Background: an optimization exercise with open tools, aiming at small area, a short achievable clock period and few clock cycles per item. Do not read the settings as production practice. Only simulation tests tie the RTL to the original design; equivalence was not proved. Power and IR drop assume default switching activity.

### config.mk
export PLATFORM = sky130hd
export DESIGN_NAME = DT
export DESIGN_NICKNAME = DT
export VERILOG_FILES = /design/flow/design.v
export SDC_FILE = /design/flow/constraint.sdc
export NUM_CORES = 4
export LEC_CHECK = 0
export CAP_MARGIN = 20
export CORE_MARGIN = 2
export CORE_UTILIZATION = 40
export CTS_BUF_LIST = sky130_fd_sc_hd__clkbuf_8
export CTS_CLUSTER_SIZE = 16
export SLEW_MARGIN = 20
### constraint.sdc
create_clock -name core_clock -period 9.0 [get_ports {clk}]
set_input_delay 1.8000 -clock core_clock [delete_from_list [all_inputs] [get_ports {clk}]]
set_output_delay 1.8000 -clock core_clock [all_outputs]
set_load 0.01 [all_outputs]
### design.v
module DT(
        input                   clk,
        input                   reset,
        output reg              done,
        output reg              sti_rd,
        output     [9:0]        sti_addr,
        input      [15:0]       sti_di,
        output reg              res_wr,
        output reg              res_rd,
        output reg [13:0]       res_addr,
        output reg [7:0]        res_do,
        input      [7:0]        res_di
        );
        localparam S_W0 = 2'd0, S_W1 = 2'd1, S_RUN = 2'd2, S_END = 2'd3;
        reg        bwd;           
        reg [1:0]  st;
        reg [6:0]  r, ra;         
        reg [2:0]  q;             
        reg [15:0] acur, bcur;    
        reg [1:0]  ah, bh;        
        reg        la, la_ok;     
        reg [3:0]  cs, ns;        
        reg        pvc, pvn;      
        reg        wst;           
        reg        c_t1, c_lt1, c_bg;    
        reg        n_t1, n_lt1, n_bg;    
        reg        n_adj;         
        reg [5:0]  u0, u1, u2;    
        reg [2:0]  v;
        reg [5:0]  fo;            
        reg        fv;
        reg [1:0]  rtgt;          
        reg        pend;          
        reg [6:0]  lastp;         
        reg [5:0]  lm1;           
        wire [15:0] di_rev;
        genvar gi;
        generate for (gi = 0; gi < 16; gi = gi + 1) begin : g_rev
                assign di_rev[gi] = sti_di[15-gi];
        end endgenerate
        wire [15:0] di_scan = bwd ? sti_di : di_rev;
        function [3:0] enc;
                input [15:0] x;
                begin
                        enc[0] = |(x & 16'hAAAA);
                        enc[1] = |(x & 16'hCCCC);
                        enc[2] = |(x & 16'hF0F0);
                        enc[3] = |(x & 16'hFF00);
                end
        endfunction
        wire [18:0] ea = {1'b1, acur, ah[1], ah[0]};
        wire [17:0] eb = {bcur, bh[1], bh[0]};
        wire [15:0] t1v, lt1v;
        generate for (gi = 0; gi < 16; gi = gi + 1) begin : g_fl
                assign t1v[gi]  = ~(eb[gi+1] & ea[gi+1] & ea[gi+2] & ea[gi+3]);
                assign lt1v[gi] = ~(eb[gi] & ea[gi] & ea[gi+1] & ea[gi+2]);
        end endgenerate
        wire [15:0] nth, rlo;     
        generate for (gi = 0; gi < 16; gi = gi + 1) begin : g_th
                assign nth[gi] = (ns >= gi);
        end endgenerate
        wire [15:0] bsel = bwd ? 16'hFFFF : bcur;
        wire [15:0] rem  = ~wst ? bsel : pvn ? (bsel & ~nth) : 16'h0000;
        assign rlo[0] = 1'b0;
        generate for (gi = 1; gi < 16; gi = gi + 1) begin : g_lo
                assign rlo[gi] = |rem[gi-1:0];
        end endgenerate
        wire [15:0] oh3  = rem & ~rlo;
        wire        pv3  = |rem;
        wire        f3_t1  = |(t1v & oh3);
        wire        f3_lt1 = |(lt1v & oh3);
        wire        f3_bg  = ~|(bcur & oh3);
        wire run    = (st == S_RUN);
        wire c15 = (cs == 4'd15);
        wire n15 = (ns == 4'd15);
        wire pready = run & pvc & ~(c15 & ~la_ok);
        wire t1    = c_t1 | (c15 & ~la);
        wire needf = bwd & ~c_bg & ~t1;
        wire needu = bwd ? (needf & ~c_lt1) : (~t1 & ~c_lt1);
        wire t1n    = n_t1 | (n15 & ~la);
        wire needfn = bwd & ~n_bg & ~t1n;
        wire needun = bwd ? (needfn & ~n_lt1) : (~t1n & ~n_lt1);
        wire [2:0]  qm = q - 3'd1;
        wire [2:0]  qp = q + 3'd1;
        wire [6:0]  p    = {q, cs};
        wire [6:0]  pm1  = {(cs == 4'd0) ? qm : q, cs - 4'd1};
        wire [6:0]  pp1  = {c15 ? qp : q, cs + 4'd1};
        wire [6:0]  p2   = {q, ns};
        wire [6:0]  p2m1 = {(ns == 4'd0) ? qm : q, ns - 4'd1};
        wire [6:0]  p2p1 = {n15 ? qp : q, ns + 4'd1};
        wire [2:0] vn  = v | ({3{res_rd}} & {rtgt == 2'd2, rtgt == 2'd1, rtgt == 2'd0});
        wire       fvn = fv | (res_rd & (rtgt == 2'd3));
        wire missf  = needf & ~fvn;
        wire [2:0] missu = {3{needu}} & ~vn;
        wire compute = pready & ~res_rd & ~(needf & ~fv) & ~(needu & ~(&v));
        wire [1:0] tgta = missf ? 2'd3 : missu[0] ? 2'd0 : missu[1] ? 2'd1 : 2'd2;
        wire [6:0] rposa = (missu[0] & ~missf) ? pm1 : (missf | missu[1]) ? p : pp1;
        wire rda = pready & (missf | (|missu));
        wire adv = compute | (run & ~pvc & pvn);
        wire [2:0] vsh = ~compute ? v : n_adj ? {1'b0, v[2], v[1]} : 3'b000;
        wire [2:0] missub = {3{needun}} & ~vsh;
        wire [1:0] tgtb = needfn ? 2'd3 : missub[0] ? 2'd0 : missub[1] ? 2'd1 : 2'd2;
        wire [6:0] rposb = missub[0] & ~needfn ? p2m1 : (needfn | missub[1]) ? p2 : p2p1;
        wire rdb = pvn & (needfn | (|missub));
        wire rd_next = adv ? rdb : rda;
        wire [1:0] tgt_next = adv ? tgtb : tgta;
        wire [6:0] rpos = adv ? rposb : rposa;
        wire [6:0] rrow = (tgt_next == 2'd3) ? r : ra;
        wire [6:0] rcol = bwd ? ~rpos : rpos;
        wire [6:0] wpos = compute ? p : lastp;
        wire [6:0] wcol = bwd ? ~wpos : wpos;
        wire [5:0] L   = res_do[5:0];
        wire [5:0] Lp1 = L + 6'd1;
        wire [5:0] u2p1 = u2 + 6'd1;
        wire [5:0] fom1 = fo - 6'd1;
        wire e   = needu & ((u0 == lm1) | (u1 == lm1));
        wire yl  = needu & (e ? (u2 < lm1) : (u2 < L));
        wire zx  = e ? (fo <= lm1) : (fo <= L);
        wire zy  = (fo <= u2);
        wire zl  = bwd & (yl ? zy : zx);
        wire [5:0] vmin = zl ? fo : yl ? u2p1 : e ? L : Lp1;
        wire [5:0] lmin = zl ? fom1 : yl ? u2 : e ? lm1 : L;
        wire force0 = bwd & c_bg;
        wire [5:0] val  = force0 ? 6'd0 : t1 ? 6'd1 : vmin;
        wire [5:0] lval = (force0 | t1) ? 6'd0 : lmin;
        wire word_end = run & ~pvn & ~pv3 & (compute | ~pvc);
        wire row_end  = word_end & (q == 3'd7);
        wire last_row = bwd ? (r == 7'd0) : (r == 7'd126);
        wire newpend  = compute | pend;
        wire [2:0] wq = (st == S_RUN) ? qp : q;
        assign sti_addr = {(st == S_W1) ? r : ra, bwd ? ~wq : wq};
        always @(posedge clk) begin
                if (res_rd) begin
                        case (rtgt)
                        2'd0: u0 <= res_di[5:0];
                        2'd1: u1 <= res_di[5:0];
                        2'd2: u2 <= res_di[5:0];
                        default: fo <= res_di[5:0];
                        endcase
                end
                if (compute) begin
                        res_do <= {2'b00, val};
                        lm1 <= lval;
                        u0 <= u1;
                        u1 <= u2;
                        lastp <= p;
                end
                if (adv) begin
                        cs <= ns;
                        c_t1 <= n_t1;
                        c_lt1 <= n_lt1;
                        c_bg <= n_bg;
                end
                if (adv | ~pvn) begin
                        ns <= enc(oh3);
                        n_t1 <= f3_t1;
                        n_lt1 <= f3_lt1;
                        n_bg <= f3_bg;
                        n_adj <= adv & ~n15 & rem[ns + 4'd1];
                end
                rtgt <= tgt_next;
                res_addr <= rd_next ? {rrow, rcol} : {r, wcol};
                if (st == S_W0 || (run && word_end))
                        acur <= di_scan;
                if (run && !la_ok)
                        la <= di_scan[0];
                if (st == S_W1) begin
                        bcur <= di_scan;
                        cs <= 4'd0;
                        ns <= 4'd1;
                        n_adj <= 1'b1;
                        c_t1  <= ~(bh[1] & ah[1] & acur[0] & acur[1]);
                        c_lt1 <= ~(bh[0] & ah[0] & ah[1] & acur[0]);
                        c_bg  <= ~di_scan[0];
                        n_t1  <= ~(di_scan[0] & acur[0] & acur[1] & acur[2]);
                        n_lt1 <= ~(bh[1] & ah[1] & acur[0] & acur[1]);
                        n_bg  <= ~di_scan[1];
                end
        end
        always @(posedge clk) begin
                if (!reset) begin
                        bwd <= 1'b0;
                        st <= S_W0;
                        r <= 7'd1;
                        ra <= 7'd0;
                        q <= 3'd0;
                        pvc <= 1'b0;
                        pvn <= 1'b0;
                        wst <= 1'b0;
                        ah <= 2'b00;
                        bh <= 2'b00;
                        la_ok <= 1'b0;
                        v <= 3'b000;
                        fv <= 1'b0;
                        pend <= 1'b0;
                        done <= 1'b0;
                        res_wr <= 1'b0;
                        res_rd <= 1'b0;
                        sti_rd <= 1'b0;
                end else begin
                        v <= vn;
                        fv <= fvn;
                        if (compute) begin
                                v <= (n_adj | (c15 & ~pvn)) ? {1'b0, v[2], v[1]} : 3'b000;
                                fv <= 1'b0;
                        end
                        if (adv)
                                pvc <= pvn;
                        if (adv | ~pvn) begin
                                pvn <= pv3;
                                wst <= 1'b1;
                        end
                        res_rd <= rd_next;
                        if (rd_next) begin
                                res_wr <= 1'b0;
                                pend <= newpend;
                        end else begin
                                res_wr <= newpend;
                                pend <= 1'b0;
                        end
                        sti_rd <= 1'b0;
                        case (st)
                        S_W0: begin
                                sti_rd <= 1'b1;
                                if (sti_rd)
                                        st <= S_W1;
                        end
                        S_W1: begin
                                if (bwd) begin
                                        pvc <= 1'b1;
                                        pvn <= 1'b1;
                                        wst <= 1'b1;
                                end else begin
                                        pvc <= 1'b0;
                                        pvn <= 1'b0;
                                        wst <= 1'b0;
                                        if (!di_scan[0]) v <= 3'b000;
                                end
                                sti_rd <= 1'b1;
                                la_ok <= 1'b0;
                                st <= S_RUN;
                        end
                        S_RUN: begin
                                la_ok <= 1'b1;
                                if (word_end) begin
                                        la_ok <= 1'b0;
                                        ah <= acur[15:14];
                                        bh <= bcur[15:14];
                                        if (!row_end) begin
                                                q <= q + 3'd1;
                                                sti_rd <= 1'b1;
                                                st <= S_W1;
                                        end else begin
                                                q <= 3'd0;
                                                ah <= 2'b00;
                                                bh <= 2'b00;
                                                v <= 3'b000;
                                                sti_rd <= 1'b1;
                                                st <= S_W0;
                                                if (last_row) begin
                                                        if (bwd) begin
                                                                sti_rd <= 1'b0;
                                                                st <= S_END;
                                                        end else begin
                                                                bwd <= 1'b1;
                                                                r <= 7'd127;
                                                                ra <= 7'd0;
                                                        end
                                                end else begin
                                                        r <= bwd ? r - 7'd1 : r + 7'd1;
                                                        ra <= r;
                                                end
                                        end
                                end
                        end
                        S_END: begin
                                if (!newpend)
                                        done <= 1'b1;
                        end
                        endcase
                end
        end
endmodule
### run.sh
#!/bin/bash
# synth_recipe.tcl (not shown) runs the flow's synth.tcl, then flattens the netlist and writes it again
# the make line also repeats each setting of config.mk as NAME=value (left out here)
make -C /OpenROAD-flow-scripts/flow DESIGN_CONFIG=/design/flow/config.mk WORK_HOME=/design/flow/orfs CLKGATE_MAP_FILE= SYNTH_SCRIPT=/design/flow/synth_recipe.tcl finish
==> results of run 1 <==
[worst max-delay path, delay by kind of cell, from the launching register on]
kind / cells / cell delay [ps]
buffers and inverters: 2 / 880
flip-flops: 1 / 440
multiplexers: 1 / 380
adder cells (fa/ha/maj): 1 / 550
[final timing paths]
check / start / to / cells past startpoint
worst max-delay path: st[0] / sti_addr[7] / 4
worst min-delay path: lastp[2] / lastp[2] / 2
worst max register to register: ns[0] / acur[1] / 9
worst min register to register: lastp[2] / lastp[2] / 2
[power by group]
part	internal (mW)	switching, mW
registers	0.809	0.125
logic	0.297	0.483
clock network	0.205	0.302
[final cells by class]
cell class,instances,area share (%)
Tap cell,319,3.792
Timing Repair Buffer,63,5.848
Clock inverter,15,1.343
Inverter,48,1.712
Clock buffer,17,2.223
Multi-Input combinational cell,783,50.55
Sequential cell,144,34.53
[routing by layer]
layer	wire length [um]	share of wire (%)	vias to the layer above	global-route usage, %
met4	554	2.2	0	6.277
li1	-	-	3854	-
met2	12240	48	227	35.25
met1	11330	45	3787	27.07
met3	1188	4.7	34	3.717
met5	0	0	-	0
[flip-flops by register name, summed over array words and instances (netlist names), 4 cells and up]
register  count
acur         16
bcur         16
res_addr     14
lastp         7
r             7
ra            7
fo            6
lm1           6
res_do        6
u0            6
u1            6
u2            6
cs            4
ns            4
[per-stage QoR]
step / cell area [um^2] / instances / util, % / hold WS [ps] / power [mW]
detailed placement: 10150 / 1357 / 43.63 / 439.7 / 1.713
global route: 10530 / 1389 / 45.25 / 472.9 / 2.351
floorplan: 9393 / 1025 / - / 417.8 / 1.492
global placement: 10150 / 1357 / 43.63 / 430.6 / 1.709
CTS: 10520 / 1389 / 45.24 / 460.7 / 2.223
finish: 10530 / 1389 / 45.25 / 457.1 / 2.220
[kinds of logic after synthesis]
family | Yosys count | synth area share [%]
AND/OR/NAND/NOR | 375 | 19.66
multiplexers | 54 | 6.756
AO/OA/AOI/OAI | 257 | 19.11
adder cells (fa/ha/maj) | 52 | 7.010
flip-flops | 144 | 38.70
XOR/XNOR | 43 | 4.011
other | 1 | 0.03994
buffers and inverters | 98 | 4.717
[cell usage in the layout, fill, tap and decap left out, drive strengths merged, types with 5 or more instances in the layout]
master	netlist	routed
nor4	5	5
nor3	18	18
mux2	34	34
o21a	9	9
clkbuf	20	17
nand3	55	55
a21o	14	14
xor2	15	15
nor2b	9	9
a31o	5	5
a31oi	20	20
clkinv	1	5
nand2b	9	9
a21oi	62	62
o211ai	6	6
xnor2	28	28
o21bai	5	5
o31ai	9	9
inv	47	57
clkdlybuf4s50	0	57
and2	9	9
nand2	132	132
mux2i	18	18
dfxtp	69	69
ha	51	51
a311oi	6	6
o21ai	47	47
a211oi	21	21
buf	30	6
nand4	19	19
or2	6	6
and3	13	13
edfxtp	75	75
nor2	75	75
==> report_table.html, run 1 <==
<table>
<tr><th>Metric</th><th>Value</th></tr>
<tr><th colspan="2">Logic synthesis</th></tr>
<tr><td>Synth warn</td><td>1</td></tr>
<tr><td>Sequential element share of the synthesized area</td><td>38.70%</td></tr>
<tr><td>Flip-flop and latch count after synthesis</td><td>144</td></tr>
<tr><td>Most common flop cell mapped by yosys</td><td>edfxtp_1</td></tr>
<tr><td>Dominant cell type by area after synthesis</td><td>edfxtp_1</td></tr>
<tr><td>Post-Syn Instances</td><td>1024</td></tr>
<tr><td>Post-Syn Area</td><td>9389 um^2</td></tr>
<tr><td>Biggest area contributors in the synthesized netlist</td><td>edfxtp_1, dfxtp_1, ha_1, nand2_1, mux2_2</td></tr>
<tr><td>Number of distinct standard cells referenced by the synthesized netlist</td><td>97</td></tr>
<tr><td>Most frequently used cell type in the post-synthesis netlist</td><td>nand2_1</td></tr>
<tr><td>Async S/R FF share, synth</td><td>0%</td></tr>
<tr><td>Most used standard cells in the synthesized netlist</td><td>nand2_1, edfxtp_1, nor2_1</td></tr>
<tr><td>Mapped Avg Cell Area</td><td>9.169 um^2</td></tr>
<tr><td>Share of the synthesized area in the top cell type</td><td>23.99%</td></tr>
<tr><td>Number of flops mapped to enable cells by yosys</td><td>75</td></tr>
<tr><th colspan="2">Worst setup path</th></tr>
<tr><td>Longest individual stage delay on the worst path</td><td>550 ps</td></tr>
<tr><td>Capturing element type of the critical path</td><td>primary output</td></tr>
<tr><td>Critical-path maximum fanout</td><td>22</td></tr>
<tr><td>Chain of cells forming the critical path</td><td>ha_2 &gt; buf_4 &gt; mux2_2 &gt; clkdlybuf4s50_1</td></tr>
<tr><td>CP Data Required Time</td><td>7200 ps</td></tr>
<tr><td>Slowest cell on the critical path</td><td>ha_2</td></tr>
<tr><td>Kind of critical path</td><td>flip-flop to primary output</td></tr>
<tr><td>Type of element launching the critical path</td><td>flip-flop</td></tr>
<tr><td>Slack of the worst reg-to-reg path</td><td>4540 ps</td></tr>
<tr><td>Data arrival at the endpoint of the critical path</td><td>2710 ps</td></tr>
<tr><th colspan="2">Detailed routing</th></tr>
<tr><td>DRT Pass-1 Iters</td><td>5</td></tr>
<tr><td>Post-route DRC violation count</td><td>0</td></tr>
<tr><td>Mean number of vias per cell</td><td>5.689</td></tr>
<tr><td>Violation count after the first detailed-routing iteration</td><td>487</td></tr>
<tr><td>Via count</td><td>7902</td></tr>
<tr><td>Post-route ant nets</td><td>0</td></tr>
<tr><td>DRT Wirelength</td><td>25320 um</td></tr>
<tr><td>Mean routed wirelength per cell</td><td>18.23 um</td></tr>
<tr><th colspan="2">Cells and area</th></tr>
<tr><td>Number of diodes added for antenna fixing</td><td>0</td></tr>
<tr><td>Area occupied by multi-input gates</td><td>5321 um^2</td></tr>
<tr><td>Fillcell total</td><td>2323</td></tr>
<tr><td>Share of final-layout standard cells stronger than drive strength 1</td><td>10.19%</td></tr>
<tr><td>Area added between synthesis and finish</td><td>12.11%</td></tr>
<tr><td>Storage element area</td><td>3635 um^2</td></tr>
<tr><td>Final net count</td><td>1135</td></tr>
<tr><th colspan="2">Timing</th></tr>
<tr><td>Achievable Freq</td><td>221.9 MHz</td></tr>
<tr><td>Layout Skew</td><td>24.90 ps</td></tr>
<tr><td>Unrepaired setup endpoints after global routing</td><td>false</td></tr>
<tr><td>Post-Route Setup TNS</td><td>0 ps</td></tr>
<tr><td>Post-layout worst setup margin</td><td>4494 ps</td></tr>
<tr><td>Fin crit share</td><td>50.07%</td></tr>
<tr><td>Headroom to the max-slew limit</td><td>35.97%</td></tr>
<tr><td>Pins over their slew limit</td><td>0</td></tr>
<tr><td>Final Setup Violations</td><td>0</td></tr>
<tr><td>Slew at the pin closest to its max-slew limit</td><td>960.5 ps</td></tr>
<tr><td>Final count of hold timing violations</td><td>0</td></tr>
<tr><td>Minimum clock period</td><td>4507 ps</td></tr>
<tr><th colspan="2">Clock network</th></tr>
<tr><td>CTS buffer count</td><td>17</td></tr>
<tr><td>Clock Tree Root</td><td>clkbuf_8</td></tr>
<tr><td>Post-CTS setup buffers</td><td>0</td></tr>
<tr><td>Hold buffers post-CTS</td><td>0</td></tr>
<tr><td>Total clock sinks</td><td>144</td></tr>
<tr><td>Insertion delay to the later sink of the worst-skew pair</td><td>470 ps</td></tr>
<tr><td>H-tree Lvls</td><td>4</td></tr>
<tr><td>Clock tree from TritonCTS</td><td>built</td></tr>
<tr><td>Maximum count of clock buffers along a single path</td><td>2</td></tr>
<tr><td>Clock edge transition at the registers on the reported setup and hold paths</td><td>90 ps</td></tr>
<tr><td>Post-cts sizing count</td><td>0</td></tr>
<tr><th colspan="2">Floorplanning</th></tr>
<tr><td>Placeable Area</td><td>23260 um^2</td></tr>
<tr><td>Initial core utilization</td><td>40.36%</td></tr>
<tr><td>Die outline area</td><td>24710 um^2</td></tr>
<tr><td>Site row count</td><td>56</td></tr>
<tr><td>I/O pin total</td><td>62</td></tr>
<tr><td>Vertical extent of the die</td><td>157.2 um</td></tr>
<tr><td>Horiz. Die Dim</td><td>157.2 um</td></tr>
<tr><th colspan="2">Pwr</th></tr>
<tr><td>Static Leakage</td><td>3.923 nW</td></tr>
<tr><td>Highest ir drop seen on vdd</td><td>112.9 uV</td></tr>
<tr><td>PD cells</td><td>210.9 nW/um^2</td></tr>
<tr><th colspan="2">Global routing</th></tr>
<tr><td>Overall track demand over capacity in global routing</td><td>20.81%</td></tr>
<tr><td>Antenna violations before repair</td><td>0</td></tr>
<tr><td>First-pass GRT wire length</td><td>40540 um</td></tr>
<tr><td>Overflow left after global routing</td><td>0</td></tr>
<tr><td>Via count of the first global-routing pass</td><td>7686</td></tr>
<tr><td>Pin count of the biggest net entering global routing</td><td>62</td></tr>
<tr><th colspan="2">Place</th></tr>
<tr><td>Minimum setup slack after placement</td><td>4621 ps</td></tr>
<tr><td>Routability-driven placement congestion ratio</td><td>0.9180</td></tr>
<tr><td>Port bufs</td><td>57</td></tr>
<tr><td>DP Wirelength</td><td>18510 um</td></tr>
<tr><th colspan="2">Flow run</th></tr>
<tr><td>Number of maximum-capacitance constraint violations</td><td>0</td></tr>
<tr><th colspan="2">Min path</th></tr>
<tr><td>HP Class</td><td>flip-flop to flip-flop</td></tr>
<tr><th colspan="2">Status</th></tr>
<tr><td>Status</td><td>no timing/DRC/antenna violations</td></tr>
</table>
Testbench counts, summed over its fixed seeds: cycles 1,019,793, images 24.
==> run 2: changes to the inputs <==
--- a/config.mk
+++ b/config.mk
@@ -6,4 +6,5 @@
 export NUM_CORES = 4
 export LEC_CHECK = 0
+export ABC_AREA = 1
 export CAP_MARGIN = 20
 export CORE_MARGIN = 2
@@ -11,3 +12,5 @@
 export CTS_BUF_LIST = sky130_fd_sc_hd__clkbuf_8
 export CTS_CLUSTER_SIZE = 16
+export SETUP_SLACK_MARGIN = 5
 export SLEW_MARGIN = 20
+export TNS_END_PERCENT = 100
==> run 2 against run 1 <==
  * Still clean on timing, DRC and antenna
  * Hold slack improved by 10 ps
  * Non-clock buffer count decreased by 1
  * Power increased by 12%
  * Synthesized area decreased by 0.48%
  * Clock skew decreased by 13 ps
  * Via count increased by 6.6%
  * Critical path depth increased by 2
  * Largest cell class unchanged
==> report_table.html, run 2 <==
<table>
<tr><th>Metric</th><th>Value</th></tr>
<tr><th colspan="2">Logic synthesis</th></tr>
<tr><td>Post-Syn Area</td><td>9344 um^2 (was 9389 um^2)</td></tr>
<tr><td>Number of distinct standard cells referenced by the synthesized netlist</td><td>53 (was 97)</td></tr>
<tr><td>Number of flops mapped to enable cells by yosys</td><td>75 (unchanged)</td></tr>
<tr><td>Flip-flop and latch count after synthesis</td><td>144 (unchanged)</td></tr>
<tr><td>Share of the synthesized area in the top cell type</td><td>24.10% (was 23.99%)</td></tr>
<tr><td>Synth warn</td><td>1 (unchanged)</td></tr>
<tr><td>Most used standard cells in the synthesized netlist</td><td>nand2_1, inv_1, o21ai_0 (was nand2_1, edfxtp_1, nor2_1)</td></tr>
<tr><td>Most frequently used cell type in the post-synthesis netlist</td><td>nand2_1 (unchanged)</td></tr>
<tr><td>Dominant cell type by area after synthesis</td><td>edfxtp_1 (unchanged)</td></tr>
<tr><td>Biggest area contributors in the synthesized netlist</td><td>edfxtp_1, dfxtp_1, nand2_1, ha_1, o21ai_0 (was edfxtp_1, dfxtp_1, ha_1, nand2_1, mux2_2)</td></tr>
<tr><td>Mapped Avg Cell Area</td><td>7.445 um^2 (was 9.169 um^2)</td></tr>
<tr><td>Most common flop cell mapped by yosys</td><td>edfxtp_1 (unchanged)</td></tr>
<tr><td>Post-Syn Instances</td><td>1255 (was 1024)</td></tr>
<tr><td>Sequential element share of the synthesized area</td><td>38.89% (was 38.70%)</td></tr>
<tr><td>Async S/R FF share, synth</td><td>0% (unchanged)</td></tr>
<tr><th colspan="2">Worst setup path</th></tr>
<tr><td>Slack of the worst reg-to-reg path</td><td>5380 ps (was 4540 ps)</td></tr>
<tr><td>Chain of cells forming the critical path</td><td>inv_1 &gt; ha_4 &gt; nand2_1 &gt; o21ai_0 &gt; xor2_1 &gt; clkdlybuf4s50_1 (was ha_2 &gt; buf_4 &gt; mux2_2 &gt; clkdlybuf4s50_1)</td></tr>
<tr><td>Source of the worst register-to-register timing path</td><td>ns[0] (unchanged)</td></tr>
<tr><td>Data arrival at the endpoint of the critical path</td><td>2250 ps (was 2710 ps)</td></tr>
<tr><td>Capturing element type of the critical path</td><td>primary output (unchanged)</td></tr>
<tr><td>Kind of critical path</td><td>flip-flop to primary output (unchanged)</td></tr>
<tr><td>Capture point of the worst reg-to-reg path</td><td>n_bg (was acur[1])</td></tr>
<tr><td>Path depth of the worst reg2reg path</td><td>18 (was 9)</td></tr>
<tr><td>Type of element launching the critical path</td><td>flip-flop (unchanged)</td></tr>
<tr><td>Longest individual stage delay on the worst path</td><td>560 ps (was 550 ps)</td></tr>
<tr><td>Critical-path maximum fanout</td><td>8 (was 22)</td></tr>
<tr><td>Slowest cell on the critical path</td><td>clkdlybuf4s50_1 (was ha_2)</td></tr>
<tr><td>CP Data Required Time</td><td>7200 ps (about the same)</td></tr>
<tr><th colspan="2">Timing</th></tr>
<tr><td>Minimum clock period</td><td>4054 ps (was 4507 ps)</td></tr>
<tr><td>Headroom to the max-slew limit</td><td>40.13% (was 35.97%)</td></tr>
<tr><td>Pins over their slew limit</td><td>0 (unchanged)</td></tr>
<tr><td>Final count of hold timing violations</td><td>0 (unchanged)</td></tr>
<tr><td>Post-layout worst setup margin</td><td>4946 ps (was 4494 ps)</td></tr>
<tr><td>Unrepaired setup endpoints after global routing</td><td>true (was false)</td></tr>
<tr><td>Fin crit share</td><td>45.04% (was 50.07%)</td></tr>
<tr><td>Worst-case hold slack</td><td>467.1 ps (was 457.1 ps)</td></tr>
<tr><td>Achievable Freq</td><td>246.7 MHz (was 221.9 MHz)</td></tr>
<tr><td>Slew at the pin closest to its max-slew limit</td><td>888.7 ps (was 960.5 ps)</td></tr>
<tr><td>Layout Skew</td><td>12.22 ps (was 24.90 ps)</td></tr>
<tr><td>Post-Route Setup TNS</td><td>0 ps (unchanged)</td></tr>
<tr><td>Final Setup Violations</td><td>0 (unchanged)</td></tr>
<tr><th colspan="2">Pwr</th></tr>
<tr><td>Gate power share</td><td>40.0% (was 35.1%)</td></tr>
<tr><td>Static Leakage</td><td>4.693 nW (was 3.923 nW)</td></tr>
<tr><td>Internal</td><td>1.430 mW (was 1.310 mW)</td></tr>
<tr><td>Proportion of total power due to net switching</td><td>42.50% (was 41.00%)</td></tr>
<tr><td>Highest ir drop seen on vdd</td><td>92.73 uV (was 112.9 uV)</td></tr>
<tr><td>Switch Pwr</td><td>1.057 mW (was 910.3 uW)</td></tr>
<tr><td>Sequential share of power</td><td>38.9% (was 42.1%)</td></tr>
<tr><td>Clk network pwr share</td><td>21.1% (was 22.8%)</td></tr>
<tr><td>PD cells</td><td>234.4 nW/um^2 (was 210.9 nW/um^2)</td></tr>
<tr><th colspan="2">Cells and area</th></tr>
<tr><td>Area occupied by multi-input gates</td><td>4960 um^2 (was 5321 um^2)</td></tr>
<tr><td>Largest registers</td><td>acur x16, bcur x16, res_addr x14 (unchanged)</td></tr>
<tr><td>Area added between synthesis and finish</td><td>13.58% (was 12.11%)</td></tr>
<tr><td>Number of diodes added for antenna fixing</td><td>0 (unchanged)</td></tr>
<tr><td>Final net count</td><td>1378 (was 1135)</td></tr>
<tr><td>Most frequent standard cell in the layout excluding fill and tap cells</td><td>nand2_1 (unchanged)</td></tr>
<tr><td>Most used cells in the layout excluding fill and tap cells</td><td>nand2_1, inv_1, o21ai_0 (was nand2_1, edfxtp_1, nor2_1)</td></tr>
<tr><td>Filler-free cell count of the finished design</td><td>1626 (was 1389)</td></tr>
<tr><td>Fillcell total</td><td>2321 (was 2323)</td></tr>
<tr><td>Share of final-layout standard cells stronger than drive strength 1</td><td>7.159% (was 10.19%)</td></tr>
<tr><td>Post-layout util</td><td>46.59% (was 45.25%)</td></tr>
<tr><td>Storage element area</td><td>3641 um^2 (was 3635 um^2)</td></tr>
<tr><th colspan="2">Place</th></tr>
<tr><td>Routability-driven placement congestion ratio</td><td>0.9291 (was 0.9180)</td></tr>
<tr><td>Placed Cells incl. Taps</td><td>1593 (was 1357)</td></tr>
<tr><td>Minimum setup slack after placement</td><td>4796 ps (was 4621 ps)</td></tr>
<tr><td>DP Wirelength</td><td>18720 um (was 18510 um)</td></tr>
<tr><td>Port bufs</td><td>57 (unchanged)</td></tr>
<tr><th colspan="2">Detailed routing</th></tr>
<tr><td>Post-route ant nets</td><td>0 (unchanged)</td></tr>
<tr><td>Mean routed wirelength per cell</td><td>15.47 um (was 18.23 um)</td></tr>
<tr><td>DRT Pass-1 Iters</td><td>5 (unchanged)</td></tr>
<tr><td>Post-route DRC violation count</td><td>0 (unchanged)</td></tr>
<tr><td>DRT Wirelength</td><td>25160 um (was 25320 um)</td></tr>
<tr><td>Mean number of vias per cell</td><td>5.182 (was 5.689)</td></tr>
<tr><td>Via count</td><td>8426 (was 7902)</td></tr>
<tr><td>Violation count after the first detailed-routing iteration</td><td>608 (was 487)</td></tr>
<tr><th colspan="2">Global routing</th></tr>
<tr><td>Pin count of the biggest net entering global routing</td><td>59 (was 62)</td></tr>
<tr><td>Via count of the first global-routing pass</td><td>7927 (was 7686)</td></tr>
<tr><td>Overflow left after global routing</td><td>0 (unchanged)</td></tr>
<tr><td>Overall track demand over capacity in global routing</td><td>20.91% (was 20.81%)</td></tr>
<tr><td>Antenna violations before repair</td><td>0 (unchanged)</td></tr>
<tr><td>First-pass GRT wire length</td><td>40280 um (was 40540 um)</td></tr>
<tr><th colspan="2">Floorplanning</th></tr>
<tr><td>Horiz. Die Dim</td><td>156.8 um (was 157.2 um)</td></tr>
<tr><td>Vertical extent of the die</td><td>156.8 um (was 157.2 um)</td></tr>
<tr><td>Site row count</td><td>55 (was 56)</td></tr>
<tr><td>Initial core utilization</td><td>41.02% (was 40.36%)</td></tr>
<tr><td>Die outline area</td><td>24600 um^2 (was 24710 um^2)</td></tr>
<tr><td>Placeable Area</td><td>22780 um^2 (was 23260 um^2)</td></tr>
<tr><td>I/O pin total</td><td>62 (unchanged)</td></tr>
<tr><th colspan="2">Min path</th></tr>
<tr><td>Worst min-delay path endpoint</td><td>ra[2] (was lastp[2])</td></tr>
<tr><td>Hold path start</td><td>ra[2] (was lastp[2])</td></tr>
<tr><td>Worst hold stages</td><td>2 (unchanged)</td></tr>
<tr><td>HP Class</td><td>flip-flop to flip-flop (unchanged)</td></tr>
<tr><th colspan="2">Clock network</th></tr>
<tr><td>Maximum count of clock buffers along a single path</td><td>2 (unchanged)</td></tr>
<tr><td>Hold buffers post-CTS</td><td>0 (unchanged)</td></tr>
<tr><td>CTS buffer count</td><td>17 (unchanged)</td></tr>
<tr><td>Clock edge transition at the registers on the reported setup and hold paths</td><td>90 ps (about the same)</td></tr>
<tr><td>Clock tree from TritonCTS</td><td>built (unchanged)</td></tr>
<tr><td>H-tree Lvls</td><td>4 (unchanged)</td></tr>
<tr><td>Clock Tree Root</td><td>clkbuf_8 (unchanged)</td></tr>
<tr><td>Total clock sinks</td><td>144 (unchanged)</td></tr>
<tr><td>Insertion delay to the later sink of the worst-skew pair</td><td>450 ps (was 470 ps)</td></tr>
<tr><th colspan="2">Flow run</th></tr>
<tr><td>Number of maximum-capacitance constraint violations</td><td>0 (unchanged)</td></tr>
<tr><th colspan="2">Status</th></tr>
<tr><td>Status</td><td>no timing/DRC/antenna violations (unchanged)</td></tr>
</table>
-- run 2: changes by cell type in the layout (fill, tap and decap cells not counted), sizes merged, moves of 15 or more --
cell / previous run / this run
inv: 57 / 158
mux2: 34 / 0
mux2i: 18 / 1
nand2: 132 / 335
nand3: 55 / 89
nand4: 19 / 34
nor2: 75 / 102
o21ai: 47 / 123
xnor2: 28 / 6
xor2: 15 / 34
-- run 2: what timing repair did --
item,4_1_cts,5_1_grt
gates resized for setup,7,14
buffers inserted,0,0
setup endpoints to repair,10,37
gates cloned,0,1
-- run 2: worst max-delay path by stage --
stage | start | to | cells past startpoint
floorplan | st[1] | sti_addr[3] | 6
global placement | reset | pvn | 4
global route | q[0] | sti_addr[1] | 6
detailed placement | reset | pvn | 4
finish | q[0] | sti_addr[1] | 6
CTS | q[0] | sti_addr[1] | 6
-- run 2: layer usage --
| metal | global-route usage, % | vias up | wire [um] |
|---|---|---|---|
| li1 | - | 4292 | - |
| met1 | 27.08 | 3892 | 11420 |
| met2 | 35.82 | 204 | 12070 |
| met3 | 2.963 | 38 | 1062 |
| met4 | 6.859 | 0 | 609 |
| met5 | 0 | - | 0 |
-- run 2: worst max-delay path: cells and delay by family, from the launching register on --
kind | cells | cell delay, ps
AOI/OAI and AO/OA | 1 | 90
xor gates and xnor gates | 1 | 190
adders and majority gates | 1 | 320
buffers and inverters | 2 | 710
DFF | 1 | 430
and+or+nand+nor | 1 | 50
-- run 2: final cells by class --
cell class,instances,share of cell area [%]
Inverter,153,5.447
Multi-Input combinational cell,922,46.73
Timing Repair Buffer,62,6.083
Clock inverter,14,1.403
Clock buffer,18,2.334
Tap cell,313,3.690
Sequential cell,144,34.31
-- run 2: metrics by stage --
step,power (mW),cell area [um^2]
after global placement,1.928,10130
after floorplan,1.660,9348
after global routing,2.674,10610
after detailed placement,1.934,10130
final,2.487,10610
after CTS,2.464,10540
-- run 2: power by group through the flow --
| stage | clock [mW] | combinational (mW) | sequential [mW] |
|---|---|---|---|
| after floorplan | 0 | 0.744 | 0.916 |
| after global placement | 0 | 0.949 | 0.979 |
| after detailed placement | 0 | 0.955 | 0.979 |
| after CTS | 0.534 | 0.966 | 0.964 |
| after global routing | 0.564 | 1.13 | 0.982 |
| final | 0.524 | 0.995 | 0.968 |
-- run 2: logic make-up after synthesis --
| group | count (synthesis) | synth area share (%) |
|---|---|---|
| XOR/XNOR | 40 | 3.749 |
| other | 1 | 0.04013 |
| multiplexers | 1 | 0.1071 |
| AO/OA/AOI/OAI | 236 | 13.95 |
| AND/OR/NAND/NOR | 591 | 27.77 |
| buffers and inverters | 190 | 8.449 |
| adder cells (fa/ha/maj) | 52 | 7.043 |
| flip-flops | 144 | 38.89 |
==> run 3: changes to the inputs <==
--- a/config.mk
+++ b/config.mk
@@ -6,5 +6,4 @@
 export NUM_CORES = 4
 export LEC_CHECK = 0
-export ABC_AREA = 1
 export CAP_MARGIN = 20
 export CORE_MARGIN = 2
==> run 3 against run 2 <==
  * Highest routed layer unchanged
  * Sequential power is 3.3% lower
  * Core utilization is 0.83 points lower
  * Maximum frequency is 4.3% higher
  * Non-clock buffer count is 7 higher
  * Synthesized cell count is 18% lower
  * Clock power is 4% lower
  * Final area is 0.31% higher
  * Setup slack better by 170 ps
  * Die area is 0.47% higher
  * Critical path type unchanged
==> report_table.html, run 3 <==
<table>
<tr><th>Metric</th><th>Value</th></tr>
<tr><th colspan="2">Worst setup path</th></tr>
<tr><td>Path depth of the worst reg2reg path</td><td>9 (was 18)</td></tr>
<tr><td>Critical-path maximum fanout</td><td>22 (was 8)</td></tr>
<tr><td>Capturing element type of the critical path</td><td>primary output (unchanged)</td></tr>
<tr><td>Data arrival at the endpoint of the critical path</td><td>2090 ps (was 2250 ps)</td></tr>
<tr><td>Type of element launching the critical path</td><td>flip-flop (unchanged)</td></tr>
<tr><td>Kind of critical path</td><td>flip-flop to primary output (unchanged)</td></tr>
<tr><td>CP Data Required Time</td><td>7200 ps (about the same)</td></tr>
<tr><td>Slack of the worst reg-to-reg path</td><td>5270 ps (was 5380 ps)</td></tr>
<tr><td>Capture point of the worst reg-to-reg path</td><td>acur[1] (was n_bg)</td></tr>
<tr><td>Source of the worst register-to-register timing path</td><td>ns[1] (was ns[0])</td></tr>
<tr><th colspan="2">Clock network</th></tr>
<tr><td>Clock edge transition at the registers on the reported setup and hold paths</td><td>90 ps (about the same)</td></tr>
<tr><td>Clock Tree Root</td><td>clkbuf_8 (unchanged)</td></tr>
<tr><td>Total clock sinks</td><td>144 (unchanged)</td></tr>
<tr><td>CTS buffer count</td><td>17 (unchanged)</td></tr>
<tr><td>Insertion delay to the later sink of the worst-skew pair</td><td>470 ps (was 450 ps)</td></tr>
<tr><td>Maximum count of clock buffers along a single path</td><td>2 (unchanged)</td></tr>
<tr><td>Clock tree from TritonCTS</td><td>built (unchanged)</td></tr>
<tr><td>H-tree Lvls</td><td>4 (unchanged)</td></tr>
<tr><th colspan="2">Global routing</th></tr>
<tr><td>First-pass GRT wire length</td><td>40780 um (was 40280 um)</td></tr>
<tr><td>Antenna violations before repair</td><td>0 (unchanged)</td></tr>
<tr><td>Pin count of the biggest net entering global routing</td><td>62 (was 59)</td></tr>
<tr><td>Via count of the first global-routing pass</td><td>7705 (was 7927)</td></tr>
<tr><td>Overflow left after global routing</td><td>0 (unchanged)</td></tr>
<tr><td>Overall track demand over capacity in global routing</td><td>20.97% (was 20.91%)</td></tr>
<tr><th colspan="2">Detailed routing</th></tr>
<tr><td>Violation count after the first detailed-routing iteration</td><td>493 (was 608)</td></tr>
<tr><td>Mean routed wirelength per cell</td><td>18.21 um (was 15.47 um)</td></tr>
<tr><td>Mean number of vias per cell</td><td>5.649 (was 5.182)</td></tr>
<tr><td>Post-route ant nets</td><td>0 (unchanged)</td></tr>
<tr><td>Post-route DRC violation count</td><td>0 (unchanged)</td></tr>
<tr><td>DRT Pass-1 Iters</td><td>5 (unchanged)</td></tr>
<tr><td>DRT Wirelength</td><td>25410 um (was 25160 um)</td></tr>
<tr><td>Via count</td><td>7880 (was 8426)</td></tr>
<tr><th colspan="2">Floorplanning</th></tr>
<tr><td>Initial core utilization</td><td>40.36% (was 41.02%)</td></tr>
<tr><td>Die outline area</td><td>24710 um^2 (was 24600 um^2)</td></tr>
<tr><td>Site row count</td><td>56 (was 55)</td></tr>
<tr><td>Vertical extent of the die</td><td>157.2 um (was 156.8 um)</td></tr>
<tr><td>I/O pin total</td><td>62 (unchanged)</td></tr>
<tr><td>Horiz. Die Dim</td><td>157.2 um (was 156.8 um)</td></tr>
<tr><td>Placeable Area</td><td>23260 um^2 (was 22780 um^2)</td></tr>
<tr><th colspan="2">Timing</th></tr>
<tr><td>Fin crit share</td><td>43.17% (was 45.04%)</td></tr>
<tr><td>Slew at the pin closest to its max-slew limit</td><td>951.3 ps (was 888.7 ps)</td></tr>
<tr><td>Final count of hold timing violations</td><td>0 (unchanged)</td></tr>
<tr><td>Headroom to the max-slew limit</td><td>36.58% (was 40.13%)</td></tr>
<tr><td>Final Setup Violations</td><td>0 (unchanged)</td></tr>
<tr><td>Pins over their slew limit</td><td>0 (unchanged)</td></tr>
<tr><td>Achievable Freq</td><td>257.4 MHz (was 246.7 MHz)</td></tr>
<tr><td>Post-Route Setup TNS</td><td>0 ps (unchanged)</td></tr>
<tr><td>Unrepaired setup endpoints after global routing</td><td>false (was true)</td></tr>
<tr><td>Worst-case hold slack</td><td>458.6 ps (was 467.1 ps)</td></tr>
<tr><td>Layout Skew</td><td>20.55 ps (was 12.22 ps)</td></tr>
<tr><td>Minimum clock period</td><td>3885 ps (was 4054 ps)</td></tr>
<tr><th colspan="2">Cells and area</th></tr>
<tr><td>Largest registers</td><td>acur x16, bcur x16, res_addr x14 (unchanged)</td></tr>
<tr><td>Number of diodes added for antenna fixing</td><td>0 (unchanged)</td></tr>
<tr><td>Final net count</td><td>1141 (was 1378)</td></tr>
<tr><td>Share of final-layout standard cells stronger than drive strength 1</td><td>11.62% (was 7.159%)</td></tr>
<tr><td>Most frequent standard cell in the layout excluding fill and tap cells</td><td>nand2_1 (unchanged)</td></tr>
<tr><td>Most used cells in the layout excluding fill and tap cells</td><td>nand2_1, edfxtp_1, nor2_1 (was nand2_1, inv_1, o21ai_0)</td></tr>
<tr><td>Area added between synthesis and finish</td><td>13.38% (was 13.58%)</td></tr>
<tr><th colspan="2">Logic synthesis</th></tr>
<tr><td>Post-Syn Instances</td><td>1024 (was 1255)</td></tr>
<tr><td>Share of the synthesized area in the top cell type</td><td>23.99% (was 24.10%)</td></tr>
<tr><td>Biggest area contributors in the synthesized netlist</td><td>edfxtp_1, dfxtp_1, ha_1, nand2_1, mux2_2 (was edfxtp_1, dfxtp_1, nand2_1, ha_1, o21ai_0)</td></tr>
<tr><td>Sequential element share of the synthesized area</td><td>38.70% (was 38.89%)</td></tr>
<tr><td>Async S/R FF share, synth</td><td>0% (unchanged)</td></tr>
<tr><td>Number of flops mapped to enable cells by yosys</td><td>75 (unchanged)</td></tr>
<tr><td>Post-Syn Area</td><td>9389 um^2 (was 9344 um^2)</td></tr>
<tr><td>Most common flop cell mapped by yosys</td><td>edfxtp_1 (unchanged)</td></tr>
<tr><td>Flip-flop and latch count after synthesis</td><td>144 (unchanged)</td></tr>
<tr><td>Dominant cell type by area after synthesis</td><td>edfxtp_1 (unchanged)</td></tr>
<tr><td>Synth warn</td><td>1 (unchanged)</td></tr>
<tr><td>Most used standard cells in the synthesized netlist</td><td>nand2_1, edfxtp_1, nor2_1 (was nand2_1, inv_1, o21ai_0)</td></tr>
<tr><td>Most frequently used cell type in the post-synthesis netlist</td><td>nand2_1 (unchanged)</td></tr>
<tr><td>Mapped Avg Cell Area</td><td>9.169 um^2 (was 7.445 um^2)</td></tr>
<tr><td>Number of distinct standard cells referenced by the synthesized netlist</td><td>97 (was 53)</td></tr>
<tr><th colspan="2">Status</th></tr>
<tr><td>Status</td><td>no timing/DRC/antenna violations (unchanged)</td></tr>
<tr><th colspan="2">Min path</th></tr>
<tr><td>Worst min-delay path endpoint</td><td>lastp[2] (was ra[2])</td></tr>
<tr><td>HP Class</td><td>flip-flop to flip-flop (unchanged)</td></tr>
<tr><td>Hold path start</td><td>lastp[2] (was ra[2])</td></tr>
<tr><td>Worst hold stages</td><td>2 (unchanged)</td></tr>
<tr><th colspan="2">Pwr</th></tr>
<tr><td>Static Leakage</td><td>3.997 nW (was 4.693 nW)</td></tr>
<tr><td>Highest ir drop seen on vdd</td><td>112.4 uV (was 92.73 uV)</td></tr>
<tr><td>PD cells</td><td>212.1 nW/um^2 (was 234.4 nW/um^2)</td></tr>
<tr><th colspan="2">Flow run</th></tr>
<tr><td>Number of maximum-capacitance constraint violations</td><td>0 (unchanged)</td></tr>
<tr><th colspan="2">Place</th></tr>
<tr><td>DP Wirelength</td><td>18510 um (was 18720 um)</td></tr>
<tr><td>Routability-driven placement congestion ratio</td><td>0.9180 (was 0.9291)</td></tr>
<tr><td>Port bufs</td><td>57 (unchanged)</td></tr>
</table>
==> run 3: cell types whose count changed in the layout (fill, tap and decap cells not counted), sizes merged, moves of 22 or more <==
cell,previous run,this run
inv,158,57
nor2,102,75
mux2,0,34
nand3,89,55
o21ai,123,47
nand2,335,132
xnor2,6,28
==> run 3: kinds of logic after synthesis <==
| kind of cell | share of synthesized area (%) |
|---|---|
| AND/OR/NAND/NOR | 19.66 |
| AO/OA/AOI/OAI | 19.11 |
| flip-flops | 38.70 |
| buffers and inverters | 4.717 |
| multiplexers | 6.756 |
| adder cells (fa/ha/maj) | 7.010 |
| XOR/XNOR | 4.011 |
| other | 0.03994 |
==> run 3: how the worst max path moves through the flow <==
stage | slack (ps) | endpoint | depth (start not counted) | start
after CTS | 4990 | sti_addr[7] | 5 | st[1]
after detailed placement | 4620 | acur[8] | 9 | ns[0]
final | 5110 | sti_addr[7] | 5 | st[1]
after global routing | 5010 | sti_addr[0] | 5 | st[0]
after floorplan | 5310 | sti_addr[1] | 6 | bwd
after global placement | 4590 | acur[7] | 9 | ns[0]
==> run 3: cell type report <==
cell class / count / area (um^2)
clock inverter: 15 / 141.4
fill: 2319 / 12620
sequential: 144 / 3638
multi-input combinational: 783 / 5355
clock buffer: 17 / 234.0
timing repair buffer: 69 / 693.2
inverter: 48 / 183.9
tap: 319 / 399.1
==> run 3: where the power goes <==
| group | internal (mW) | switching, mW |
|---|---|---|
| Sequential | 0.808 | 0.128 |
| Combinational | 0.324 | 0.492 |
| Clock | 0.205 | 0.301 |
==> run 3: worst max-delay path: stages, from the launching register on <==
cell and delay, ps:
dfxtp_2 370, inv_2 90, ha_4 150, buf_12 170, mux2_2 350, clkdlybuf4s50_1 480
==> run 3: through the flow <==
stage | power (mW) | utilization [%] | worst slack, ps | area (um^2) | cells
global route | 2.391 | 45.76 | 5006 | 10650 | 1395
detailed placement | 1.713 | 43.63 | 4621 | 10150 | 1357
global placement | 1.709 | 43.63 | 4594 | 10150 | 1357
CTS | 2.241 | 45.53 | 4986 | 10590 | 1391
finish | 2.257 | 45.76 | 5115 | 10650 | 1395
floorplan | 1.492 | - | 5310 | 9393 | 1025
==> run 3: layer usage <==
layer  up-vias  track usage (%)  wire length (um)
met4         0            6.104               576
met1      3743            27.15             11300
met2       233            35.79             12300
met3        40            3.717              1233
met5         -                0                 0
li1       3864                -                 -
==> run 3: what timing repair did <==
item | in CTS | in global routing
endpoints found under the hold margin | 0 | 0
buffers inserted | 2 | 4
pin swaps | 1 | 0
gates resized for setup | 16 | 7
hold buffers | 0 | 0
setup endpoints to repair | 38 | 45
==> run 4: changes to the inputs <==
--- a/config.mk
+++ b/config.mk
@@ -7,4 +7,6 @@
 export LEC_CHECK = 0
 export CAP_MARGIN = 20
+export CELL_PAD_IN_SITES_DETAIL_PLACEMENT = 0
+export CELL_PAD_IN_SITES_GLOBAL_PLACEMENT = 0
 export CORE_MARGIN = 2
 export CORE_UTILIZATION = 40
==> run 4 against run 3 <==
  * Largest power group unchanged
  * Power did not move
  * Wire length did not move
  * Maximum frequency did not move
  * Sequential power barely moved
==> report_table.html, run 4 <==
<table>
<tr><th>Metric</th><th>Value</th></tr>
<tr><th colspan="2">Cells and area</th></tr>
<tr><td>Most used cells in the layout excluding fill and tap cells</td><td>nand2_1, edfxtp_1, nor2_1 (unchanged)</td></tr>
<tr><td>Filler-free cell count of the finished design</td><td>1395 (unchanged)</td></tr>
<tr><td>Final net count</td><td>1141 (unchanged)</td></tr>
<tr><td>Share of final-layout standard cells stronger than drive strength 1</td><td>11.62% (unchanged)</td></tr>
<tr><td>Area occupied by multi-input gates</td><td>5355 um^2 (unchanged)</td></tr>
<tr><td>Area added between synthesis and finish</td><td>13.38% (unchanged)</td></tr>
<tr><td>Number of diodes added for antenna fixing</td><td>0 (unchanged)</td></tr>
<tr><td>Largest registers</td><td>acur x16, bcur x16, res_addr x14 (unchanged)</td></tr>
<tr><td>Fillcell total</td><td>2319 (unchanged)</td></tr>
<tr><td>Storage element area</td><td>3638 um^2 (unchanged)</td></tr>
<tr><td>Most frequent standard cell in the layout excluding fill and tap cells</td><td>nand2_1 (unchanged)</td></tr>
<tr><td>Post-layout util</td><td>45.76% (unchanged)</td></tr>
<tr><th colspan="2">Timing</th></tr>
<tr><td>Achievable Freq</td><td>257.4 MHz (unchanged)</td></tr>
<tr><td>Final count of hold timing violations</td><td>0 (unchanged)</td></tr>
<tr><td>Post-layout worst setup margin</td><td>5115 ps (unchanged)</td></tr>
<tr><td>Final Setup Violations</td><td>0 (unchanged)</td></tr>
<tr><td>Layout Skew</td><td>20.55 ps (unchanged)</td></tr>
<tr><td>Minimum clock period</td><td>3885 ps (unchanged)</td></tr>
<tr><td>Headroom to the max-slew limit</td><td>36.58% (unchanged)</td></tr>
<tr><td>Pins over their slew limit</td><td>0 (unchanged)</td></tr>
<tr><td>Post-Route Setup TNS</td><td>0 ps (unchanged)</td></tr>
<tr><td>Slew at the pin closest to its max-slew limit</td><td>951.3 ps (unchanged)</td></tr>
<tr><td>Unrepaired setup endpoints after global routing</td><td>false (unchanged)</td></tr>
<tr><td>Fin crit share</td><td>43.17% (unchanged)</td></tr>
<tr><th colspan="2">Logic synthesis</th></tr>
<tr><td>Share of the synthesized area in the top cell type</td><td>23.99% (unchanged)</td></tr>
<tr><td>Dominant cell type by area after synthesis</td><td>edfxtp_1 (unchanged)</td></tr>
<tr><td>Most used standard cells in the synthesized netlist</td><td>nand2_1, edfxtp_1, nor2_1 (unchanged)</td></tr>
<tr><td>Biggest area contributors in the synthesized netlist</td><td>edfxtp_1, dfxtp_1, ha_1, nand2_1, mux2_2 (unchanged)</td></tr>
<tr><td>Post-Syn Area</td><td>9389 um^2 (unchanged)</td></tr>
<tr><td>Synth warn</td><td>1 (unchanged)</td></tr>
<tr><td>Number of flops mapped to enable cells by yosys</td><td>75 (unchanged)</td></tr>
<tr><td>Async S/R FF share, synth</td><td>0% (unchanged)</td></tr>
<tr><td>Flip-flop and latch count after synthesis</td><td>144 (unchanged)</td></tr>
<tr><td>Number of distinct standard cells referenced by the synthesized netlist</td><td>97 (unchanged)</td></tr>
<tr><td>Mapped Avg Cell Area</td><td>9.169 um^2 (unchanged)</td></tr>
<tr><td>Most common flop cell mapped by yosys</td><td>edfxtp_1 (unchanged)</td></tr>
<tr><td>Sequential element share of the synthesized area</td><td>38.70% (unchanged)</td></tr>
<tr><td>Post-Syn Instances</td><td>1024 (unchanged)</td></tr>
<tr><td>Most frequently used cell type in the post-synthesis netlist</td><td>nand2_1 (unchanged)</td></tr>
<tr><th colspan="2">Clock network</th></tr>
<tr><td>Insertion delay to the later sink of the worst-skew pair</td><td>470 ps (about the same)</td></tr>
<tr><td>H-tree Lvls</td><td>4 (unchanged)</td></tr>
<tr><td>Clock Tree Root</td><td>clkbuf_8 (unchanged)</td></tr>
<tr><td>Clock tree from TritonCTS</td><td>built (unchanged)</td></tr>
<tr><td>Maximum count of clock buffers along a single path</td><td>2 (unchanged)</td></tr>
<tr><td>CTS buffer count</td><td>17 (unchanged)</td></tr>
<tr><td>Hold buffers post-CTS</td><td>0 (unchanged)</td></tr>
<tr><td>Total clock sinks</td><td>144 (unchanged)</td></tr>
<tr><td>Clock edge transition at the registers on the reported setup and hold paths</td><td>90 ps (about the same)</td></tr>
<tr><th colspan="2">Worst setup path</th></tr>
<tr><td>Capture point of the worst reg-to-reg path</td><td>acur[1] (unchanged)</td></tr>
<tr><td>Kind of critical path</td><td>flip-flop to primary output (unchanged)</td></tr>
<tr><td>Type of element launching the critical path</td><td>flip-flop (unchanged)</td></tr>
<tr><td>Capturing element type of the critical path</td><td>primary output (unchanged)</td></tr>
<tr><td>Data arrival at the endpoint of the critical path</td><td>2090 ps (about the same)</td></tr>
<tr><td>Critical-path maximum fanout</td><td>22 (unchanged)</td></tr>
<tr><td>CP Data Required Time</td><td>7200 ps (about the same)</td></tr>
<tr><td>Source of the worst register-to-register timing path</td><td>ns[1] (unchanged)</td></tr>
<tr><td>Path depth of the worst reg2reg path</td><td>9 (unchanged)</td></tr>
<tr><td>Slack of the worst reg-to-reg path</td><td>5270 ps (about the same)</td></tr>
<tr><th colspan="2">Global routing</th></tr>
<tr><td>Overall track demand over capacity in global routing</td><td>20.97% (unchanged)</td></tr>
<tr><td>Antenna violations before repair</td><td>0 (unchanged)</td></tr>
<tr><td>Pin count of the biggest net entering global routing</td><td>62 (unchanged)</td></tr>
<tr><td>Via count of the first global-routing pass</td><td>7705 (unchanged)</td></tr>
<tr><td>First-pass GRT wire length</td><td>40780 um (unchanged)</td></tr>
<tr><td>Overflow left after global routing</td><td>0 (unchanged)</td></tr>
<tr><th colspan="2">Place</th></tr>
<tr><td>Routability-driven placement congestion ratio</td><td>0.9180 (unchanged)</td></tr>
<tr><td>Port bufs</td><td>57 (unchanged)</td></tr>
<tr><td>DP Wirelength</td><td>18510 um (unchanged)</td></tr>
<tr><td>Placed Cells incl. Taps</td><td>1357 (unchanged)</td></tr>
<tr><td>Minimum setup slack after placement</td><td>4621 ps (unchanged)</td></tr>
<tr><th colspan="2">Floorplanning</th></tr>
<tr><td>Vertical extent of the die</td><td>157.2 um (unchanged)</td></tr>
<tr><td>Site row count</td><td>56 (unchanged)</td></tr>
<tr><td>I/O pin total</td><td>62 (unchanged)</td></tr>
<tr><td>Die outline area</td><td>24710 um^2 (unchanged)</td></tr>
<tr><td>Horiz. Die Dim</td><td>157.2 um (unchanged)</td></tr>
<tr><td>Placeable Area</td><td>23260 um^2 (unchanged)</td></tr>
<tr><td>Initial core utilization</td><td>40.36% (unchanged)</td></tr>
<tr><th colspan="2">Pwr</th></tr>
<tr><td>Internal</td><td>1.337 mW (unchanged)</td></tr>
<tr><td>Clk network pwr share</td><td>22.4% (about the same)</td></tr>
<tr><td>Highest ir drop seen on vdd</td><td>112.4 uV (unchanged)</td></tr>
<tr><td>Sequential share of power</td><td>41.5% (about the same)</td></tr>
<tr><td>Proportion of total power due to net switching</td><td>40.78% (unchanged)</td></tr>
<tr><td>PD cells</td><td>212.1 nW/um^2 (unchanged)</td></tr>
<tr><td>Gate power share</td><td>36.1% (about the same)</td></tr>
<tr><td>Total design power</td><td>2.257 mW (unchanged)</td></tr>
<tr><td>Static Leakage</td><td>3.997 nW (unchanged)</td></tr>
<tr><td>Switch Pwr</td><td>920.6 uW (unchanged)</td></tr>
<tr><th colspan="2">Detailed routing</th></tr>
<tr><td>Via count</td><td>7880 (unchanged)</td></tr>
<tr><td>Violation count after the first detailed-routing iteration</td><td>493 (unchanged)</td></tr>
<tr><td>Mean routed wirelength per cell</td><td>18.21 um (unchanged)</td></tr>
<tr><td>Mean number of vias per cell</td><td>5.649 (unchanged)</td></tr>
<tr><td>DRT Wirelength</td><td>25410 um (unchanged)</td></tr>
<tr><td>DRT Pass-1 Iters</td><td>5 (unchanged)</td></tr>
<tr><td>Post-route ant nets</td><td>0 (unchanged)</td></tr>
<tr><td>Post-route DRC violation count</td><td>0 (unchanged)</td></tr>
<tr><th colspan="2">Min path</th></tr>
<tr><td>Worst hold stages</td><td>2 (unchanged)</td></tr>
<tr><td>HP Class</td><td>flip-flop to flip-flop (unchanged)</td></tr>
<tr><td>Hold path start</td><td>lastp[2] (unchanged)</td></tr>
<tr><td>Worst min-delay path endpoint</td><td>lastp[2] (unchanged)</td></tr>
<tr><th colspan="2">Status</th></tr>
<tr><td>Status</td><td>no timing/DRC/antenna violations (unchanged)</td></tr>
<tr><th colspan="2">Flow run</th></tr>
<tr><td>Number of maximum-capacitance constraint violations</td><td>0 (unchanged)</td></tr>
</table>
run 4: cell counts after synthesis:
No cell type changed its count.
run 4: power groups by stage:
stage               clock (mW)  sequential (mW)  combinational [mW]
floorplan                    0            0.885               0.608
finish                   0.505            0.936               0.816
global route             0.543            0.951               0.897
detailed placement           0            0.947               0.766
CTS                      0.520            0.932               0.789
global placement             0            0.945               0.764
run 4: stage by stage:
step                hold slack (ps)  area [um^2]
floorplan                     417.8         9393
global placement              430.6        10150
detailed placement            439.7        10150
CTS                           460.7        10590
global route                  472.9        10650
finish                        458.6        10650
run 4: kinds of logic after synthesis:
group           count (synthesis)  share of synthesized area, %
compound gates                257                         19.11
xor+xnor                       43                         4.011
fa+ha+maj                      52                         7.010
buf+inv                        98                         4.717
flops                         144                         38.70
mux                            54                         6.756
other cells                     1                       0.03994
simple gates                  375                         19.66
run 4: how the worst max path moves through the flow:
stage / from / to / slack, ps / cells past startpoint
after floorplan: bwd / sti_addr[1] / 5310 / 6
after global placement: ns[0] / acur[7] / 4590 / 9
after detailed placement: ns[0] / acur[8] / 4620 / 9
after CTS: st[1] / sti_addr[7] / 4990 / 5
after global routing: st[0] / sti_addr[0] / 5010 / 5
final: st[1] / sti_addr[7] / 5110 / 5
run 4: worst max-delay path: stages (launching register included):
cell,delay [ps]
dfxtp_2,370
inv_2,90
ha_4,150
buf_12,170
mux2_2,350
clkdlybuf4s50_1,480
run 4: what timing repair did:
action,in CTS,in global routing
endpoints found under the setup margin,38,45
gates resized for setup,16,7
buffers inserted,2,4
cloned,0,0
pin swaps,1,0
run 4: layout make-up:
class	count	share of cell area (%)
inverters	48	1.728
multi-input cells	783	50.31
clock buffers	17	2.198
flip-flops and latches	144	34.18
clock inverters	15	1.328
repair buffers	69	6.512
well taps	319	3.749
run 4: layer usage:
metal	track usage (%)	vias up	routed length, um
li1	-	3864	-
met1	27.15	3743	11300
met2	35.79	233	12300
met3	3.717	40	1233
met4	6.104	0	576
met5	0	-	0
==> run 5: changes to the inputs <==
--- a/config.mk
+++ b/config.mk
@@ -7,10 +7,10 @@
 export LEC_CHECK = 0
 export CAP_MARGIN = 20
-export CELL_PAD_IN_SITES_DETAIL_PLACEMENT = 0
-export CELL_PAD_IN_SITES_GLOBAL_PLACEMENT = 0
 export CORE_MARGIN = 2
 export CORE_UTILIZATION = 40
 export CTS_BUF_LIST = sky130_fd_sc_hd__clkbuf_8
 export CTS_CLUSTER_SIZE = 16
+export GPL_ROUTABILITY_DRIVEN = 0
+export GPL_TIMING_DRIVEN = 1
 export SETUP_SLACK_MARGIN = 5
 export SLEW_MARGIN = 20
==> run 5 against run 4 <==
  * Highest routed layer unchanged
  * Via count grew 0.11%
  * Non-clock buffer count down 2
  * Still clean on timing, DRC and antenna
  * Largest cell class unchanged
  * Die area did not move
==> report_table.html, run 5 <==
<table>
<tr><th>Metric</th><th>Value</th></tr>
<tr><th colspan="2">Clock network</th></tr>
<tr><td>Insertion delay to the later sink of the worst-skew pair</td><td>460 ps (was 470 ps)</td></tr>
<tr><td>Total clock sinks</td><td>144 (unchanged)</td></tr>
<tr><td>Clock Tree Root</td><td>clkbuf_8 (unchanged)</td></tr>
<tr><td>H-tree Lvls</td><td>4 (unchanged)</td></tr>
<tr><th colspan="2">Detailed routing</th></tr>
<tr><td>Mean number of vias per cell</td><td>5.663 (was 5.649)</td></tr>
<tr><td>Mean routed wirelength per cell</td><td>17.99 um (was 18.21 um)</td></tr>
<tr><td>Violation count after the first detailed-routing iteration</td><td>507 (was 493)</td></tr>
<tr><td>Post-route DRC violation count</td><td>0 (unchanged)</td></tr>
<tr><th colspan="2">Cells and area</th></tr>
<tr><td>Share of final-layout standard cells stronger than drive strength 1</td><td>11.55% (was 11.62%)</td></tr>
<tr><td>Most used cells in the layout excluding fill and tap cells</td><td>nand2_1, edfxtp_1, nor2_1 (unchanged)</td></tr>
<tr><td>Largest registers</td><td>acur x16, bcur x16, res_addr x14 (unchanged)</td></tr>
<tr><td>Most frequent standard cell in the layout excluding fill and tap cells</td><td>nand2_1 (unchanged)</td></tr>
<tr><th colspan="2">Worst setup path</th></tr>
<tr><td>Path depth of the worst reg2reg path</td><td>9 (unchanged)</td></tr>
<tr><td>Slowest cell on the critical path</td><td>clkdlybuf4s50_1 (unchanged)</td></tr>
<tr><td>Source of the worst register-to-register timing path</td><td>ns[1] (unchanged)</td></tr>
<tr><td>Capture point of the worst reg-to-reg path</td><td>acur[2] (was acur[1])</td></tr>
<tr><td>CP Data Required Time</td><td>7200 ps (about the same)</td></tr>
<tr><td>Count of buffer and inverter cells on the critical path</td><td>3 (unchanged)</td></tr>
<tr><td>Startpoint of the worst setup timing path</td><td>st[1] (unchanged)</td></tr>
<tr><td>Kind of critical path</td><td>flip-flop to primary output (unchanged)</td></tr>
<tr><td>Cell type group with the largest total delay on the critical path</td><td>buffers and inverters (unchanged)</td></tr>
<tr><td>Chain of cells forming the critical path</td><td>inv_2 &gt; ha_4 &gt; buf_12 &gt; mux2_2 &gt; clkdlybuf4s50_1 (unchanged)</td></tr>
<tr><th colspan="2">Min path</th></tr>
<tr><td>Worst min-delay path endpoint</td><td>lastp[3] (was lastp[2])</td></tr>
<tr><td>HP Class</td><td>flip-flop to flip-flop (unchanged)</td></tr>
<tr><td>Hold path start</td><td>lastp[3] (was lastp[2])</td></tr>
<tr><th colspan="2">Timing</th></tr>
<tr><td>Post-layout worst setup margin</td><td>5125 ps (was 5115 ps)</td></tr>
<tr><td>Slew at the pin closest to its max-slew limit</td><td>959.9 ps (was 951.3 ps)</td></tr>
<tr><td>Minimum clock period</td><td>3875 ps (was 3885 ps)</td></tr>
<tr><td>Post-Route Setup TNS</td><td>0 ps (unchanged)</td></tr>
<tr><td>Pins over their slew limit</td><td>0 (unchanged)</td></tr>
<tr><td>Final Setup Violations</td><td>0 (unchanged)</td></tr>
<tr><td>Fin crit share</td><td>43.06% (was 43.17%)</td></tr>
<tr><td>Achievable Freq</td><td>258.1 MHz (was 257.4 MHz)</td></tr>
<tr><th colspan="2">Flow run</th></tr>
<tr><td>Number of maximum-capacitance constraint violations</td><td>0 (unchanged)</td></tr>
<tr><th colspan="2">Logic synthesis</th></tr>
<tr><td>Biggest area contributors in the synthesized netlist</td><td>edfxtp_1, dfxtp_1, ha_1, nand2_1, mux2_2 (unchanged)</td></tr>
<tr><td>Mapped Avg Cell Area</td><td>9.169 um^2 (unchanged)</td></tr>
<tr><td>Number of distinct standard cells referenced by the synthesized netlist</td><td>97 (unchanged)</td></tr>
<tr><td>Most frequently used cell type in the post-synthesis netlist</td><td>nand2_1 (unchanged)</td></tr>
<tr><td>Post-Syn Instances</td><td>1024 (unchanged)</td></tr>
<tr><td>Number of flops mapped to enable cells by yosys</td><td>75 (unchanged)</td></tr>
<tr><td>Flip-flop and latch count after synthesis</td><td>144 (unchanged)</td></tr>
<tr><th colspan="2">Floorplanning</th></tr>
<tr><td>I/O pin total</td><td>62 (unchanged)</td></tr>
<tr><td>Horiz. Die Dim</td><td>157.2 um (unchanged)</td></tr>
<tr><th colspan="2">Place</th></tr>
<tr><td>DP Wirelength</td><td>18260 um (was 18510 um)</td></tr>
<tr><th colspan="2">Pwr</th></tr>
<tr><td>Highest ir drop seen on vdd</td><td>100.8 uV (was 112.4 uV)</td></tr>
<tr><td>Static Leakage</td><td>3.989 nW (was 3.997 nW)</td></tr>
<tr><th colspan="2">Global routing</th></tr>
<tr><td>Overflow left after global routing</td><td>0 (unchanged)</td></tr>
<tr><td>Via count of the first global-routing pass</td><td>7668 (was 7705)</td></tr>
<tr><th colspan="2">Status</th></tr>
<tr><td>Status</td><td>no timing/DRC/antenna violations (unchanged)</td></tr>
</table>
-- run 5: cell counts after synthesis --
No cell type changed its count.
-- run 5: worst max path at each step --
stage | endpoint | slack [ps] | depth (start not counted)
detailed placement | acur[7] | 4580 | 9
CTS | sti_addr[7] | 4980 | 5
finish | sti_addr[7] | 5120 | 5
floorplan | sti_addr[1] | 5310 | 6
global route | sti_addr[0] | 5020 | 5
global placement | acur[7] | 4630 | 9
-- run 5: through the flow --
step	cell area (um^2)	util [%]	power, mW
CTS	10640	45.74	2.269
finish	10660	45.82	2.274
detailed placement	10160	43.66	1.715
global route	10660	45.82	2.410
global placement	10160	43.66	1.709
floorplan	9393	-	1.492
-- run 5: cell type report --
cell class | count | area (um^2) | area share (%)
well taps | 319 | 399.1 | 3.745
multi-input cells | 783 | 5365 | 50.33
clock inverters | 14 | 153.9 | 1.444
flip-flops and latches | 144 | 3641 | 34.16
inverters | 48 | 183.9 | 1.726
repair buffers | 67 | 668.1 | 6.268
clock buffers | 18 | 247.7 | 2.324
-- run 5: power by group --
group	switching (mW)	total, mW	internal (mW)	leakage, nW
combinational	0.498	0.813	0.315	2.51
sequential	0.117	0.925	0.809	1.26
clock	0.276	0.535	0.259	0.212
total	0.891	2.27	1.38	3.99
-- run 5: tightest hold or removal path, stage by stage, from the launching register on --
cell     delay [ps]
dfxtp_1         310
nand2_1          60
nand2_1          60
-- run 5: layer usage --
layer / GRT usage [%] / vias up / routed length, um
li1: - / 3848 / -
met2: 34.58 / 234 / 11950
met5: 0 / - / 0
met4: 7.706 / 0 / 685
met1: 27.50 / 3764 / 11360
met3: 3.029 / 43 / 1065
-- run 5: repair_timing --
action,in CTS,in global routing
resized for setup,18,7
hold buffers,0,0
endpoints found under the setup margin,40,45
pin swaps,1,0
buffers inserted,3,0
-- run 5: logic make-up after synthesis --
| family | share of synthesized area (%) |
|---|---|
| other | 0.03994 |
| DFF | 38.70 |
| muxes | 6.756 |
| and+or+nand+nor | 19.66 |
| adders and majority gates | 7.010 |
| AOI/OAI and AO/OA | 19.11 |
| buffers and inverters | 4.717 |
| xor gates and xnor gates | 4.011 |

Setup slack of run 5, layout unchanged: 5.125 ns with ideal ports, 5.080 ns with driving cells assumed (clock clkbuf_16, inputs buf_2), 5.038 ns with port delays also shifted by the 0.498 ns mid clock arrival.
